This is an optimization exercise on Yosys and OpenROAD, whose aim is small area and a short achievable clock period, not a production implementation. Only simulation tests tie the RTL to the original design; equivalence was not proved.

==> flow/design.v (outline; a module is shown in full before it is edited, if it fits) <==
// module dff_define: 9 lines
// module line: 12 lines
// module counter: 17 lines
// module double_linebuffer: 22 lines
// module kernel: 27 lines
// module fp_mul: 1324 lines
// module fp_add_p: 127 lines
// module fp_add: 127 lines
// module fp_add_relu: 127 lines
// module fp_add0_p: 95 lines
// module fp_add0: 95 lines
// module alu: 36 lines
// module conv2d: 19 lines
module conv2d (clk, reset, valid_in, data_in, kernel_in, load_kernel_done, data_out, valid_out, lf_done);
  // ...
==> flow/flow/run.sh <==
#!/bin/bash
# Own layout flow: the standard flow (standard.sh) on all steps, with
# - port buffers of type buf_4 (the default picks a slow delay cell),
# - timing repair allowed to resize cells across footprints, aimed at a setup
#   target tighter than the 11 ns clock needs, so the achieved period improves.
# Each step's full log stays in orfs/logs/; make's own output goes to make.log.
set -euo pipefail
bash standard.sh MATCH_CELL_FOOTPRINT=0 SETUP_SLACK_MARGIN=7.0 \
  "BUFFER_PORTS_ARGS=-buffer_cell sky130_fd_sc_hd__buf_4" finish > make.log 2>&1
==> flow/standard.sh <==
#!/bin/bash
# synth_recipe.tcl (not shown) runs the flow's synth.tcl, then flattens the netlist and writes it again
# the make line also repeats each setting of config.mk as NAME=value (left out here)
make -C /OpenROAD-flow-scripts/flow DESIGN_CONFIG=/design/flow/config.mk WORK_HOME=/design/flow/orfs CLKGATE_MAP_FILE= SYNTH_SCRIPT=/design/flow/synth_recipe.tcl "${@:-finish}"
==> flow/config.mk <==
export PLATFORM = sky130hd
export DESIGN_NAME = conv2d
export DESIGN_NICKNAME = conv2d
export VERILOG_FILES = /design/flow/design.v
export SDC_FILE = /design/flow/constraint.sdc
export NUM_CORES = 8
export LEC_CHECK = 0
export ABC_AREA = 1
export CAP_MARGIN = 50
export CORE_MARGIN = 2
export CORE_UTILIZATION = 50
export PLACE_DENSITY = 0.62
export SETUP_SLACK_MARGIN = 5
export SLEW_MARGIN = 65
==> flow/constraint.sdc <==
create_clock -name core_clock -period 11.0 [get_ports {clk}]
set_input_delay 2.2000 -clock core_clock [delete_from_list [all_inputs] [get_ports {clk}]]
set_output_delay 2.2000 -clock core_clock [all_outputs]
set_load 0.01 [all_outputs]
==> flow_summary.ini, run 1 <==
[sta]
worstMarginPinSlew_ns = 0.5879
whs_ns = 0.3177
slew_headroom = 0.6080
finalCritPeriodShare = 0.3566

[drt]
dr.pass1.iters = 11
post-route-drc-count = 0

[critical_path]
cp_top_family = adder cells
crit_chain = inv_1 -> nor2_1 -> buf_4 -> clkinvlp_4 -> buf_4 -> xor2_1 -> fa_1 -> inv_1 -> fa_1 -> fa_1
cp_common_cell = fa_1

[finish]
final_common_cell = nand2_1
nMultiInputCombCells = 25787
buffer_area_frac = 0.01877
seq_share = 0.3603
nFillCells = 64396
largest_cell_class = multi-input gates
mostFrequentLayoutCells = nand2_1 (6580), inv_1 (5863), dfxtp_1 (3457), xor2_1 (3393)
inv_count = 6271

[global_route]
busiest_layer = met2

[synthesis]
yosys_warnings = 12
synth_simple_gate_area_frac = 0.1373
synth_fa_ha_area_frac = 0.1862
synthArstFlopShare = 0
muxShareOfSynthArea = 0.002272

[min_path]
min_to = alu1.add10.C[20]$_DFF_P_

[floorplanning]
pin_count = 102
die-area_mm2 = 0.7204

[clock_tree]
post-cts-setup-buffer-count = 0
clock-sinks = 5892

[run_status]
outcome = complete, no violations

[flow_run]
drv_cap = 0
==> inputs of run 2 (changes only) <==
==> flow/flow/run.sh (replaced) <==
#!/bin/bash
# Own layout flow: the standard flow (standard.sh) on all steps, with
# - a full-adder polarity pass at the start of floorplan (flow/pol.tcl) that
#   removes inverters Yosys's full-adder extraction leaves between adder cells,
# - port buffers of type buf_4 (the default picks a slow delay cell),
# - timing repair allowed to resize cells across footprints, aimed at a setup
#   target tighter than the 11 ns clock needs, so the achieved period improves.
# Each step's full log stays in orfs/logs/; make's own output goes to make.log.
set -euo pipefail
bash standard.sh MATCH_CELL_FOOTPRINT=0 SETUP_SLACK_MARGIN=7.0 \
  "PRE_FLOORPLAN_TCL=$PWD/flow/pol.tcl" \
  "BUFFER_PORTS_ARGS=-buffer_cell sky130_fd_sc_hd__buf_4" finish > make.log 2>&1
==> flow/flow/pol.tcl (new file) <==
# Full-adder polarity optimisation.
# Yosys's extract_fa leaves many inverters between full-adder cells. Since
# FA(~a, ~b, ~c) = (~sum, ~cout), a full adder can take the complements of its
# inputs and give the complements of its outputs. This pass flips full adders
# (greedily, while it saves inverters): inputs that came through an inverter are
# connected to the inverter's input instead; outputs that fed only inverters drive
# those inverters' loads directly. The logic function is unchanged.

proc pol_is_inv {inst} {
  set m [[$inst getMaster] getName]
  return [expr {[string match "sky130_fd_sc_hd__inv_*" $m] || [string match "sky130_fd_sc_hd__clkinv_*" $m]}]
}

proc pol_is_fa {inst} {
  return [string match "sky130_fd_sc_hd__fa_*" [[$inst getMaster] getName]]
}

# driver iterm of a net (or "")
proc pol_driver {net} {
  foreach it [$net getITerms] {
    if {[$it isOutputSignal]} { return $it }
  }
  return ""
}

# input (load) iterms of a net
proc pol_loads {net} {
  set l {}
  foreach it [$net getITerms] {
    if {[$it isInputSignal]} { lappend l $it }
  }
  return $l
}

proc pol_inv_in {inv} { return [[$inv findITerm A] getNet] }
proc pol_inv_out {inv} { return [[$inv findITerm Y] getNet] }

# a net that carries ~net: the input of the inverter driving net, or the output
# of an inverter loading net; "" if none
proc pol_complement {net} {
  set d [pol_driver $net]
  if {$d ne "" && [pol_is_inv [$d getInst]]} {
    set n [pol_inv_in [$d getInst]]
    if {$n ne "NULL"} { return $n }
  }
  foreach it [pol_loads $net] {
    set i [$it getInst]
    if {[pol_is_inv $i]} {
      set o [pol_inv_out $i]
      if {$o ne "NULL"} { return $o }
    }
  }
  return ""
}

proc pol_gain {fa} {
  set g 0
  foreach p {A B CIN} {
    set n [[$fa findITerm $p] getNet]
    set d [pol_driver $n]
    if {$d ne "" && [pol_is_inv [$d getInst]]} {
      # connect to the inverter's input; the inverter goes if this was its only load
      set others 0
      foreach it [pol_loads $n] { if {[$it getInst] ne $fa} { incr others } }
      if {$others == 0 && [llength [$n getBTerms]] == 0} { incr g }
    } elseif {[pol_complement $n] eq ""} {
      incr g -1
    }
  }
  foreach p {SUM COUT} {
    set s [[$fa findITerm $p] getNet]
    if {$s eq "NULL"} { continue }
    set rest 0
    foreach it [pol_loads $s] {
      set i [$it getInst]
      if {[pol_is_inv $i] && [llength [[pol_inv_out $i] getBTerms]] == 0} {
        incr g
      } else {
        set rest 1
      }
    }
    if {[llength [$s getBTerms]] > 0} { set rest 1 }
    if {$rest} { incr g -1 }
  }
  return $g
}

proc pol_new_inv {block master from to} {
  global pol_n
  incr pol_n
  set inv [odb::dbInst_create $block $master "pol_inv_$pol_n"]
  [$inv findITerm A] connect $from
  [$inv findITerm Y] connect $to
  return $inv
}

proc pol_new_net {block} {
  global pol_n
  incr pol_n
  return [odb::dbNet_create $block "pol_net_$pol_n"]
}

proc pol_flip {block master fa} {
  # inputs
  foreach p {A B CIN} {
    set it [$fa findITerm $p]
    set n [$it getNet]
    set c [pol_complement $n]
    if {$c eq ""} {
      set c [pol_new_net $block]
      pol_new_inv $block $master $n $c
    }
    $it disconnect
    $it connect $c
  }
  # outputs
  foreach p {SUM COUT} {
    set it [$fa findITerm $p]
    set s [$it getNet]
    if {$s eq "NULL"} { continue }
    set ns [pol_new_net $block]
    $it disconnect
    $it connect $ns
    set rest 0
    foreach lit [pol_loads $s] {
      set i [$lit getInst]
      if {[pol_is_inv $i] && [llength [[pol_inv_out $i] getBTerms]] == 0} {
        set t [pol_inv_out $i]
        foreach l2 [pol_loads $t] {
          $l2 disconnect
          $l2 connect $ns
        }
        odb::dbInst_destroy $i
        odb::dbNet_destroy $t
      } else {
        set rest 1
      }
    }
    if {[llength [$s getBTerms]] > 0} { set rest 1 }
    if {$rest} {
      pol_new_inv $block $master $ns $s
    } else {
      odb::dbNet_destroy $s
    }
  }
}

# remove inverters with no loads
proc pol_sweep {block} {
  set k 0
  set again 1
  while {$again} {
    set again 0
    foreach inst [$block getInsts] {
      if {![pol_is_inv $inst]} { continue }
      set o [pol_inv_out $inst]
      if {$o eq "NULL" || ([llength [pol_loads $o]] == 0 && [llength [$o getBTerms]] == 0)} {
        set a [pol_inv_in $inst]
        odb::dbInst_destroy $inst
        if {$o ne "NULL"} { odb::dbNet_destroy $o }
        incr k
        set again 1
      }
    }
  }
  return $k
}

proc pol_count_inv {block} {
  set k 0
  foreach inst [$block getInsts] { if {[pol_is_inv $inst]} { incr k } }
  return $k
}

proc pol_run {} {
  global pol_n
  set pol_n 0
  set block [ord::get_db_block]
  set master [[ord::get_db] findMaster sky130_fd_sc_hd__inv_1]
  set before [pol_count_inv $block]
  set fas {}
  foreach inst [$block getInsts] { if {[pol_is_fa $inst]} { lappend fas $inst } }
  set flips 0
  for {set pass 0} {$pass < 6} {incr pass} {
    set f 0
    foreach fa $fas {
      if {[pol_gain $fa] > 0} {
        pol_flip $block $master $fa
        incr f
      }
    }
    set swept [pol_sweep $block]
    puts "pol: pass $pass flipped $f full adders, swept $swept inverters, [pol_count_inv $block] inverters"
    incr flips $f
    if {$f == 0} { break }
  }
  puts "pol: inverters $before -> [pol_count_inv $block], $flips flips"
}

pol_run
==> flow_summary.ini, run 2 <==
[floorplanning]
pin_count = 102
core-area_mm2 = 0.6938
row_count = 306
die_x_um = 838.1
die_y_um = 838.1
die-area_mm2 = 0.7024
start_util = 0.5014

[synthesis]
syn_area_mm2 = 0.3478
yosys_warnings = 12
postSynthAreaPerCell_um2 = 9.372
syn_nets = 41083
syn_inst = 37114

[critical_path]
timing_worst_setup_path_type = register to register
crit_arrival_ns = 4.91
critPathMaxStageDelay_ns = 0.63
cp.required_ns = 12.00
start_kind = register
cp-end-kind = register
cp_common_cell = fa_1
slowest_stage = edfxtp_1
critPathMaxFanout = 18
crit_chain = ha_1 -> nor2_4 -> buf_4 -> clkinv_2 -> xor2_1 -> fa_1 -> inv_1 -> fa_1 -> fa_1

[drt]
ant_nets = 0
via_per_inst = 5.729
dr.pass1.iters = 6
wl_per_cell_um = 23.64
wirelength_um = 1105000
via_count = 267844
post-route-drc-count = 0
drtIter0Drc = 27607

[clock_tree]
clk_pin_slew_ns = 0.06
clock-sinks = 5892
cts_root_buf = clkbuf_16
cts_tree = done
numCtsBuffers = 638
htree_levels = 6
max-clock-path-buffers = 4
clock_latency_ns = 1.17

[placement]
port_buffers = 100
place_congestion = 0.9725
dp_hpwl_um = 818100
dpl-instance-area_mm2 = 0.3614

[finish]
multi_input_area_mm2 = 0.1867
nFillCells = 61785
top_regs = dblb.lb.stage.d.Q x2080, ker1.kw.d.Q x256
regArea_mm2 = 0.1420
top_register = dblb.lb.stage.d.Q
largest_reg_flops = 2080
final_nets = 40925
drive_above_1_share = 0.07469
design_area_mm2 = 0.3842
area.growth.synth_to_final_pct = 10.44
mostFrequentLayoutCells = nand2_1 (6588), dfxtp_1 (3463), inv_1 (3454), xor2_1 (3397), edfxtp_1 (2400)
final_common_cell = nand2_1

[global_route]
groute.usage.overall = 0.3073
grt_pass1_vias = 267150
grt_pass1_wl_um = 1662000
antenna_found_initial = 49
grt.overflow.total = 0
grt_max_degree = 104

[sta]
grt_setup_unrepaired = true
clock_skew_ns = 0.08802
setup_violations = 0
max_freq_mhz = 255.2
hold_viol = 0
period_needed_ns = 3.918
worstMarginPinSlew_ns = 0.5720
drv_slew = 0
slew_headroom = 0.6159
finalCritPeriodShare = 0.3562

[run_status]
outcome = complete, no violations

[min_path]
min_path_type = register to register

[flow_run]
drv_cap = 0
## run 2: cell types whose count changed in the layout (fill, tap and decap cells not counted), sizes merged
cell / delta
clkinvlp: -5
clkbuf: +37
diode: +5
bufinv: -6
clkinv: -38
buf: -45
inv: -2395
## run 2: layout make-up
type,instances,area share
Sequential cell,5892,0.3697
Inverter,3882,0.03900
Clock buffer,841,0.04683
Multi-Input combinational cell,25787,0.4859
Timing Repair Buffer,755,0.01779
Antenna cell,21,0.0001368
Tap cell,9240,0.03009
Clock inverter,332,0.01052
## run 2: through the flow
step	util	setup TNS (ns)	hold WS (ns)	setup slack [ns]	instances
after floorplan	-	-8967.95	0.3096	-4.246	37114
after global placement	0.5150	0	0.3103	6.631	45308
after detailed placement	0.5209	0	0.3121	6.762	45521
after CTS	0.5527	0	0.3110	7.024	46695
after global routing	0.5537	0	0.3180	6.975	46734
final	0.5537	0	0.3064	7.082	46750
## run 2: repair_timing
| item | in CTS | in global routing |
|---|---|---|
| gates cloned | 0 | 0 |
| hold buffers | 0 | 0 |
| resized for setup | 1 | 7 |
| buffers inserted | 1 | 5 |
| pin swaps | 0 | 2 |
| endpoints found under the setup margin | 21 | 25 |
## run 2: path summary, 6_finish.rpt
check | startpoint | endpoint | slack (ns) | depth (start not counted)
worst max-delay path | ker1.kw[2].d.Q[15]$_DFFE_PP_ | alu1.mul3.c24_88$_DFF_P_ | 7.08 | 9
worst min-delay path | alu1.add4.r_bz$_DFF_P_ | alu1.add4.r_z2$_DFF_P_ | 0.31 | 0
worst max register to register | ker1.kw[2].d.Q[15]$_DFFE_PP_ | alu1.mul3.c24_88$_DFF_P_ | 7.08 | 9
worst min register to register | alu1.add4.r_bz$_DFF_P_ | alu1.add4.r_z2$_DFF_P_ | 0.31 | 0
## run 2: metal layers
metal / wire length, µm / GRT usage / vias to the layer above
met5: 418 / 0.001626 / -
met4: 62590 / 0.1437 / 40
met3: 102700 / 0.07044 / 3116
met2: 481000 / 0.4761 / 12660
met1: 458500 / 0.4104 / 128692
li1: - / - / 123336
## run 2: critical path, delay by kind of cell, from the launching register on
family	cells	cell delay, ns
DFF	1	0.63
adders and majority gates	4	1.79
xor gates and xnor gates	1	0.31
and+or+nand+nor	1	0.10
buffers and inverters	3	0.93

## what the ideal ports hide
Ports are ideal in the flow. The routed layouts listed here were re-timed in OpenROAD.
Step 1, drivers: a clkbuf_16 drives clk and a buf_2 each remaining input, both assumed.
Step 2 also shifts input and output timing later by t, the mid clock arrival at the registers, as if the neighbouring blocks saw the same clock.
Slacks: no drivers / after step 1 / after step 2; pairs: no drivers / after step 1.
| run | shift t [ns] | slack for setup (ns) | worst setup path at the end | worst data-port slew with drivers (ns) |
|---|---|---|---|---|
| run 1 | 1.294 | 7.078 / 7.072 / 7.078 | register to register | 0.07 |
| run 2 | 1.274 | 7.082 / 6.986 / 7.082 | register to register | 0.14 |
After both steps every run listed still meets setup and hold.
